From an optimization exercise on the open Yosys and OpenROAD flow, aimed at small area; shortcuts taken in it are not production practice. Only simulation tests tie the RTL to the original design; equivalence was not proved.

==> inputs of build 65 <==
## macrow4
module macrow4(
    input clk,
    input reset_n,
    input enX,
    input[3:0] enW,
    input [15:0] X_i,
    input [15:0] W_i,
    output valid_o,
    output [15:0] Y_o
);
    function [19:0] f_dec(input [15:0] x);
        reg [3:0] lz;
        reg [9:0] mn;
        reg       e0;
        integer i;
        begin
            e0 = (x[14:10] == 5'd0);
            lz = 4'd0;
            for (i = 0; i <= 9; i = i + 1)
                if (x[i]) lz = 4'd9 - i[3:0];
            mn = x[9:0] << (lz + 4'd1);
            f_dec = {x[15], e0 & ~|x[9:0], &x[14:10], e0 & |x[9:0],
                     e0 ? -{2'b00, lz} : {1'b0, x[14:10]},
                     e0 ? mn : x[9:0]};
        end
    endfunction
    function [15:0] f_post(input [9:0] xa, input [9:0] wb, input [11:0] p);
        reg       p1, s, d, zero, inf, pos, ovf, q16, big;
        reg [6:0] Ep, F;
        reg [3:0] sh;
        reg [11:0] pm;
        begin
            p1   = p[11];
            Ep   = {xa[5], xa[5:0]} + {wb[5], wb[5:0]};    
            F    = Ep + {6'd0, p1};                         
            s    = xa[9] ^ wb[9];
            d    = xa[6] ^ wb[6];
            zero = xa[8] | wb[8] | (xa[6] & wb[6]);
            inf  = xa[7] | wb[7];
  ...
Settings: LEC_CHECK=0, ABC_AREA=1, CAP_MARGIN=20, CORE_MARGIN=2, CORE_UTILIZATION=40, CTS_CLUSTER_DIAMETER=100, CTS_CLUSTER_SIZE=30, SLEW_MARGIN=20, SYNTH_HIERARCHICAL=1; clock period 18.0 ns.
standard.sh (not shown) runs the stock make flow with config.mk's settings and CLKGATE_MAP_FILE= SYNTH_SCRIPT=/design/flow/synth_recipe.tcl, a recipe that flattens the netlist after the stock synthesis.
==> flow/flow/run.sh <==
#!/bin/bash
# Own layout flow: the standard flow (standard.sh) with a different
# mapping of the combinational logic in synthesis. A copy of ORFS's scripts
# is used for the synth target, with three changes:
#   - abc_area.script is flow/abc_area.script: choice computation and ABC's
#     area mapper (amap), twice;
#   - extract_fa looks for full adders only (half adders are left to ABC);
#   - Yosys's synth skips its quick generic ABC pass (-noabc) before that.
# The synthesis script itself (synth_recipe.tcl), and so the registers, and
# floorplan, placement, CTS and routing are the standard flow's.
# Each tool's output goes to a log file here: synth.log and layout.log (make),
# and ORFS's own logs under orfs/logs.
set -euo pipefail
W=$(pwd)
S=$W/scripts_abc
rm -rf "$S"
mkdir -p "$S"
cp -r "$FLOW_HOME/scripts/." "$S/"
cp "$W/flow/abc_area.script" "$S/abc_area.script"
sed -i -e 's/^  extract_fa {\*}\[dont_use_extract_fa_args\]$/  extract_fa -fa/' \
       -e 's/^  synth -top \$::env(DESIGN_NAME) -run fine: {\*}\$synth_full_args$/  synth -top $::env(DESIGN_NAME) -run fine: -noabc {*}$synth_full_args/' \
       "$S/synth.tcl"
grep -q '^  extract_fa -fa$' "$S/synth.tcl"
grep -q -- '-run fine: -noabc' "$S/synth.tcl"
# the standard make command, for the synth target, with the copied scripts
sed -e 's|"${@:-finish}"|SCRIPTS_DIR='"$S"' synth|' standard.sh > synth_abc.sh
grep -q "scripts_abc synth" synth_abc.sh
bash synth_abc.sh > synth.log 2>&1
# the rest of the standard flow, up to the final DEF
bash standard.sh > layout.log 2>&1
==> flow/flow/abc_area.script <==
strash
dch -f
amap -m
strash
dch -f
amap -m
topo
stime -c
==> inputs of build 64, as changes to build 65 <==
--- a/flow/design.v
+++ b/flow/design.v
@@ -26,13 +26,13 @@
     wire n133, n134, n135, n136, n137, n138, n139, n140, n141, n142, n143, n144;
     wire n145, n146, n147, n148, n149, n150, n151, n152, n153, n154, n155, n156;
     wire n157, n158, n159, n160, n161, n162, n163, n164, n165, n166, n167, n168;
     wire n169, n170, n171, n172, n173, n174, n176, n177, n179, n180, n182, n184;
     wire n186, n188, n190, n191, n192, n193, n194, n195, n196, n197, n198, n199;
     wire n200, n201, n202, n203, n204, n205, n206, n207, n208, n209, n210, n211;
-    wire n212, n213, n214, n215, n216, n217, n218;
+    wire n212, n214, n215, n216, n217;
     assign n1 = ~((s1[0] & a[0]) | (s3[0] & x3[0]));
     assign n2 = ~((s1[0] & a[1]) | (s2[0] & a[0]) | (s3[0] & x3[1]));
     assign n3 = ~((s1[0] & a[2]) | (s2[0] & a[1]) | (s3[0] & x3[2]));
     assign n4 = ~((s1[0] & a[3]) | (s2[0] & a[2]) | (s3[0] & x3[3]));
     assign n5 = ~((s1[0] & a[4]) | (s2[0] & a[3]) | (s3[0] & x3[4]));
     assign n6 = ~((s1[0] & a[5]) | (s2[0] & a[4]) | (s3[0] & x3[5]));
@@ -138,13 +138,13 @@
     assign n180 = ~n127;
     assign n201 = ~n158;
     assign n204 = ~n159;
     assign n209 = ~n167;
     assign n212 = ~n211;
     assign n215 = ~n65;
-    assign n218 = n217 ^ n216;
+    assign y[11] = n217 ^ n216;
     fa_c u0(.a(n10), .b(n21), .c(n32), .s(n68), .co(n69));
     fa_c u1(.a(n11), .b(n22), .c(n33), .s(n70), .co(n71));
     fa_c u2(.a(n12), .b(n23), .c(n34), .s(n74), .co(n75));
     fa_c u3(.a(n74), .b(n45), .c(n56), .s(n76), .co(n77));
     fa_c u4(.a(n13), .b(n24), .c(n35), .s(n78), .co(n79));
     fa_c u5(.a(n78), .b(n46), .c(n57), .s(n80), .co(n81));
@@ -190,15 +190,24 @@
     fa_c u45(.a(n152), .b(n150), .c(n196), .s(n197), .co(n198));
     fa_c u46(.a(n155), .b(n153), .c(n198), .s(n199), .co(n200));
     fa_c u47(.a(n156), .b(n200), .c(n201), .s(n202), .co(n203));
     fa_c u48(.a(n161), .b(n203), .c(n204), .s(n205), .co(n206));
     fa_c u49(.a(n164), .b(n162), .c(n206), .s(n207), .co(n208));
     fa_c u50(.a(n165), .b(n208), .c(n209), .s(n210), .co(n211));
-    fa_c u51(.a(n170), .b(n168), .c(n212), .s(n213), .co(n214));
+    fa_c u51(.a(n170), .b(n168), .c(n212), .s(y[9]), .co(n214));
     fa_c u52(.a(n171), .b(n214), .c(n215), .s(n216), .co(n217));
-    assign y = {n218, ~n216, n213, ~n210, ~n207, ~n205, ~n202, ~n199, ~n197, ~n195, ~n193, ~n191};
+    assign y[0] = ~n191;
+    assign y[1] = ~n193;
+    assign y[2] = ~n195;
+    assign y[3] = ~n197;
+    assign y[4] = ~n199;
+    assign y[5] = ~n202;
+    assign y[6] = ~n205;
+    assign y[7] = ~n207;
+    assign y[8] = ~n210;
+    assign y[10] = ~n216;
 endmodule
 module fa_c(input a, input b, input c, output s, output co);
     assign s  = a ^ b ^ c;
     assign co = (a & b) | (a & c) | (b & c);
 endmodule
 module maj_c(input a, input b, input c, output co);
@@ -222,27 +231,38 @@
         integer i;
         begin
             e0 = (x[14:10] == 5'd0);
             lz = 4'd0;
             for (i = 0; i <= 9; i = i + 1)
                 if (x[i]) lz = 4'd9 - i[3:0];
-            mn = x[9:0] << (lz + 4'd1);
+            mn = {x[8:0], 1'b0} << lz;
             f_dec = {x[15], e0 & ~|x[9:0], &x[14:10], e0 & |x[9:0],
                      e0 ? -{2'b00, lz} : {1'b0, x[14:10]},
                      e0 ? mn : x[9:0]};
         end
     endfunction
+    function [6:0] f_add7(input [6:0] u, input [6:0] v, input ci);
+        reg       c;
+        integer i;
+        begin
+            c = ci;
+            for (i = 0; i < 7; i = i + 1) begin
+                f_add7[i] = u[i] ^ v[i] ^ c;
+                c = (u[i] & v[i]) | (c & (u[i] | v[i]));
+            end
+        end
+    endfunction
     function [15:0] f_post(input [9:0] xa, input [9:0] wb, input [11:0] p);
         reg       p1, s, d, zero, inf, pos, ovf, q16, big;
         reg [6:0] Ep, F;
         reg [3:0] sh;
         reg [11:0] pm;
         begin
             p1   = p[11];
-            Ep   = {xa[5], xa[5:0]} + {wb[5], wb[5:0]};    
-            F    = Ep + {6'd0, p1};                         
+            Ep   = f_add7({xa[5], xa[5:0]}, {wb[5], wb[5:0]}, 1'b0);    
+            F    = f_add7(Ep, 7'd0, p1);                              
             s    = xa[9] ^ wb[9];
             d    = xa[6] ^ wb[6];
             zero = xa[8] | wb[8] | (xa[6] & wb[6]);
             inf  = xa[7] | wb[7];
             pos  = ~F[6] & |F[5:0];                         
             ovf  = ~F[6] & (F[5] | &F[4:0]);                
@@ -261,13 +281,13 @@
     function [15:0] f_add(input [15:0] a, input [15:0] b);
         reg        sa, sb, ia, ib, zab, sub, agb, sL, hL, hS, c, st, gt, vz, so, si;
         reg [4:0]  ea, eL, eS, df, eo;
         reg [14:0] L, S;
         reg [20:0] S21;
         reg [12:0] Lv, Sv, V, Vs;
-        reg [3:0]  lz, n, k;
+        reg [3:0]  lz, k;
         reg [5:0]  dn;
         reg [9:0]  mo;
         reg        x, yy;
         integer i;
         begin
             sa = a[15]; sb = b[15];
@@ -298,25 +318,24 @@
                 V[i] = Lv[i] ^ Sv[i] ^ c;
                 c = (Lv[i] & Sv[i]) | (c & (Lv[i] | Sv[i]));
             end
             lz = 4'd0;
             for (i = 0; i <= 10; i = i + 1)
                 if (V[i]) lz = 4'd10 - i[3:0];
-            n = lz + 4'd1;
             c = 1'b0;
             for (i = 0; i < 6; i = i + 1) begin
                 x  = (i < 5) ? eL[i] : 1'b0;
-                yy = ~((i < 4) ? n[i] : 1'b0);
+                yy = (i < 4) ? ~lz[i] : 1'b1;
                 dn[i] = x ^ yy ^ c;
                 c = (x & yy) | (c & (x | yy));
             end
-            gt = ~dn[5];
-            if (V[12])      begin eo = eL + 5'd1;      k = 4'd0;     end
-            else if (V[11]) begin eo = eL;             k = 4'd1;     end
-            else if (gt)    begin eo = dn[4:0] + 5'd1; k = n + 4'd1; end
-            else            begin eo = 5'd0;           k = eL[3:0];  end
+            gt = ~dn[5] & |dn[4:0];
+            if (V[12])      begin eo = eL + 5'd1; k = 4'd0;        end
+            else if (V[11]) begin eo = eL;        k = 4'd1;        end
+            else if (gt)    begin eo = dn[4:0];   k = lz + 4'd2;   end
+            else            begin eo = 5'd0;      k = eL[3:0];     end
             Vs = V << k;
             mo = (&eo) ? 10'd0 : Vs[11:2];
             vz = ~|V;
             so = zab ? 1'b0 : (~sub ? sa : (vz ? (~|ea & sa) : sL));
             si = (ia & ib) ? (sa == sb ? sa : 1'b0) : (ia ? sa : sb);
             f_add = (ia | ib) ? {si, 5'b11111, 10'd0} : {so, eo, mo};
@@ -364,13 +383,28 @@
         x_z <= xd[18];
         x_e <= xd[15:10];
         x_m <= xd[9:0];
     end
     wire [5:0]  x_e15 = x_e - 6'd15;
     wire [9:0]  x_a = {x_s, x_z, x_e == 6'd31, x_e[5] | (x_e == 6'd0), x_e15};
-    wire [12:0] x3  = {2'b01, x_m, 1'b0} + {3'b001, x_m};      
+    function [12:0] f_x3(input [9:0] m);
+        reg [12:0] u, v, r;
+        reg        c;
+        integer i;
+        begin
+            u = {2'b01, m, 1'b0};
+            v = {3'b001, m};
+            c = 1'b0;
+            for (i = 0; i < 13; i = i + 1) begin
+                r[i] = u[i] ^ v[i] ^ c;
+                c = (u[i] & v[i]) | (c & (u[i] | v[i]));
+            end
+            f_x3 = r;
+        end
+    endfunction
+    wire [12:0] x3  = f_x3(x_m);
     wire [11:0] pm0, pm1, pm2, pm3;
     mant_mul mm0(.a(x_m), .x3(x3), .b(w_m[0 +: 10]),  .y(pm0));
     mant_mul mm1(.a(x_m), .x3(x3), .b(w_m[10 +: 10]), .y(pm1));
     mant_mul mm2(.a(x_m), .x3(x3), .b(w_m[20 +: 10]), .y(pm2));
     mant_mul mm3(.a(x_m), .x3(x3), .b(w_m[30 +: 10]), .y(pm3));
     reg [15:0] r_p0, r_p1, r_p2, r_p3;
--- a/flow/flow/run.sh
+++ b/flow/flow/run.sh
@@ -4,13 +4,15 @@
 # is used for the synth target, with three changes:
 #   - abc_area.script is flow/abc_area.script: choice computation and ABC's
 #     area mapper (amap), twice;
 #   - extract_fa looks for full adders only (half adders are left to ABC);
 #   - Yosys's synth skips its quick generic ABC pass (-noabc) before that.
 # The synthesis script itself (synth_recipe.tcl), and so the registers, and
-# floorplan, placement, CTS and routing are the standard flow's.
+# floorplan, placement, CTS and routing are the standard flow's, except that
+# the buffer that placement puts on every input and output port is the
+# smallest buffer, sky130_fd_sc_hd__buf_1 (BUFFER_PORTS_ARGS).
 # Each tool's output goes to a log file here: synth.log and layout.log (make),
 # and ORFS's own logs under orfs/logs.
 set -euo pipefail
 W=$(pwd)
 S=$W/scripts_abc
 rm -rf "$S"
@@ -24,7 +26,7 @@
 grep -q -- '-run fine: -noabc' "$S/synth.tcl"
 # the standard make command, for the synth target, with the copied scripts
 sed -e 's|"${@:-finish}"|SCRIPTS_DIR='"$S"' synth|' standard.sh > synth_abc.sh
 grep -q "scripts_abc synth" synth_abc.sh
 bash synth_abc.sh > synth.log 2>&1
 # the rest of the standard flow, up to the final DEF
-bash standard.sh > layout.log 2>&1
+bash standard.sh BUFFER_PORTS_ARGS="-buffer_cell sky130_fd_sc_hd__buf_1" finish > layout.log 2>&1
- PLACE_DENSITY: default -> 0.45
==> comparison table <==
TritonCTS buffer count: build 64 17; build 65 14
Instance count on the critical path: build 64 62; build 65 65
Total core area: build 64 58900 um2; build 65 60400 um2
Via count of the routed design: build 64 23707; build 65 25195
Non-clock buffers, area share: build 64 0.0238; build 65 0.0347
Gp weighted congestion: build 64 0.892; build 65 0.967
Register-to-Register Setup Slack: build 64 1.45 ns; build 65 1.83 ns
Critical path capture point: build 64 s2[8]; build 65 s2[9]
Final period util: build 64 0.920; build 65 0.898
Maximum fanout count along the critical path: build 64 30; build 65 32
Count of inverters not on the clock network in the layout: build 64 441; build 65 473
Run status: build 64 finished clean; build 65 finished clean
Finished Cell Area: build 64 25900 um2; build 65 26700 um2
Repair and plain buffers: build 64 108; build 65 105
1st-iter DRT viols: build 64 2801; build 65 3756
Final clock skew: build 64 0.0315 ns; build 65 0.0598 ns
Highest-delay cell along the critical path: build 64 sky130_fd_sc_hd__o22ai_1; build 65 sky130_fd_sc_hd__a31oi_1
Area fraction of clock buffers and clock inverters: build 64 0.0226; build 65 0.0190
Clock Pin Slew Worst Setup and Hold Paths: build 64 0.11 ns; build 65 0.10 ns
Hold path start: build 64 r_en[4]; build 65 r_en[1]
GR Util met3: build 64 0.0333; build 65 0.0302

-- what the ideal ports hide --
The results above use ideal ports. As a check the final layouts listed here were re-extracted and re-timed, cells and wires unchanged.
Step 1 (the two cells are an assumption about what drives the block):
set clk [get_ports {clk}]
set_driving_cell -lib_cell sky130_fd_sc_hd__clkbuf_16 $clk
set_driving_cell -lib_cell sky130_fd_sc_hd__buf_2 [delete_from_list [all_inputs] $clk]
Step 2 moves the port delays by t, midway between the first and last clock arrival at a register: inputs arrive t later, outputs are due t later. That takes back most of the time a late clock gives input paths.
Slacks: ideal / step 1 / step 2; pairs: ideal / step 1.
| run | t (ns) | slack for setup (ns) | worst hold slack (ns) | worst setup path after step 2 | cell pins on the clock port's net |
|---|---|---|---|---|---|
| build 65 | 0.582 | 1.827 / 1.827 / 1.827 | 0.358 / 0.358 / 0.358 | register to register | 1 |
| build 64 | 0.587 | 1.446 / 1.446 / 1.446 | 0.358 / 0.358 / 0.358 | register to register | 1 |
After both steps setup and hold are still met in every run listed.
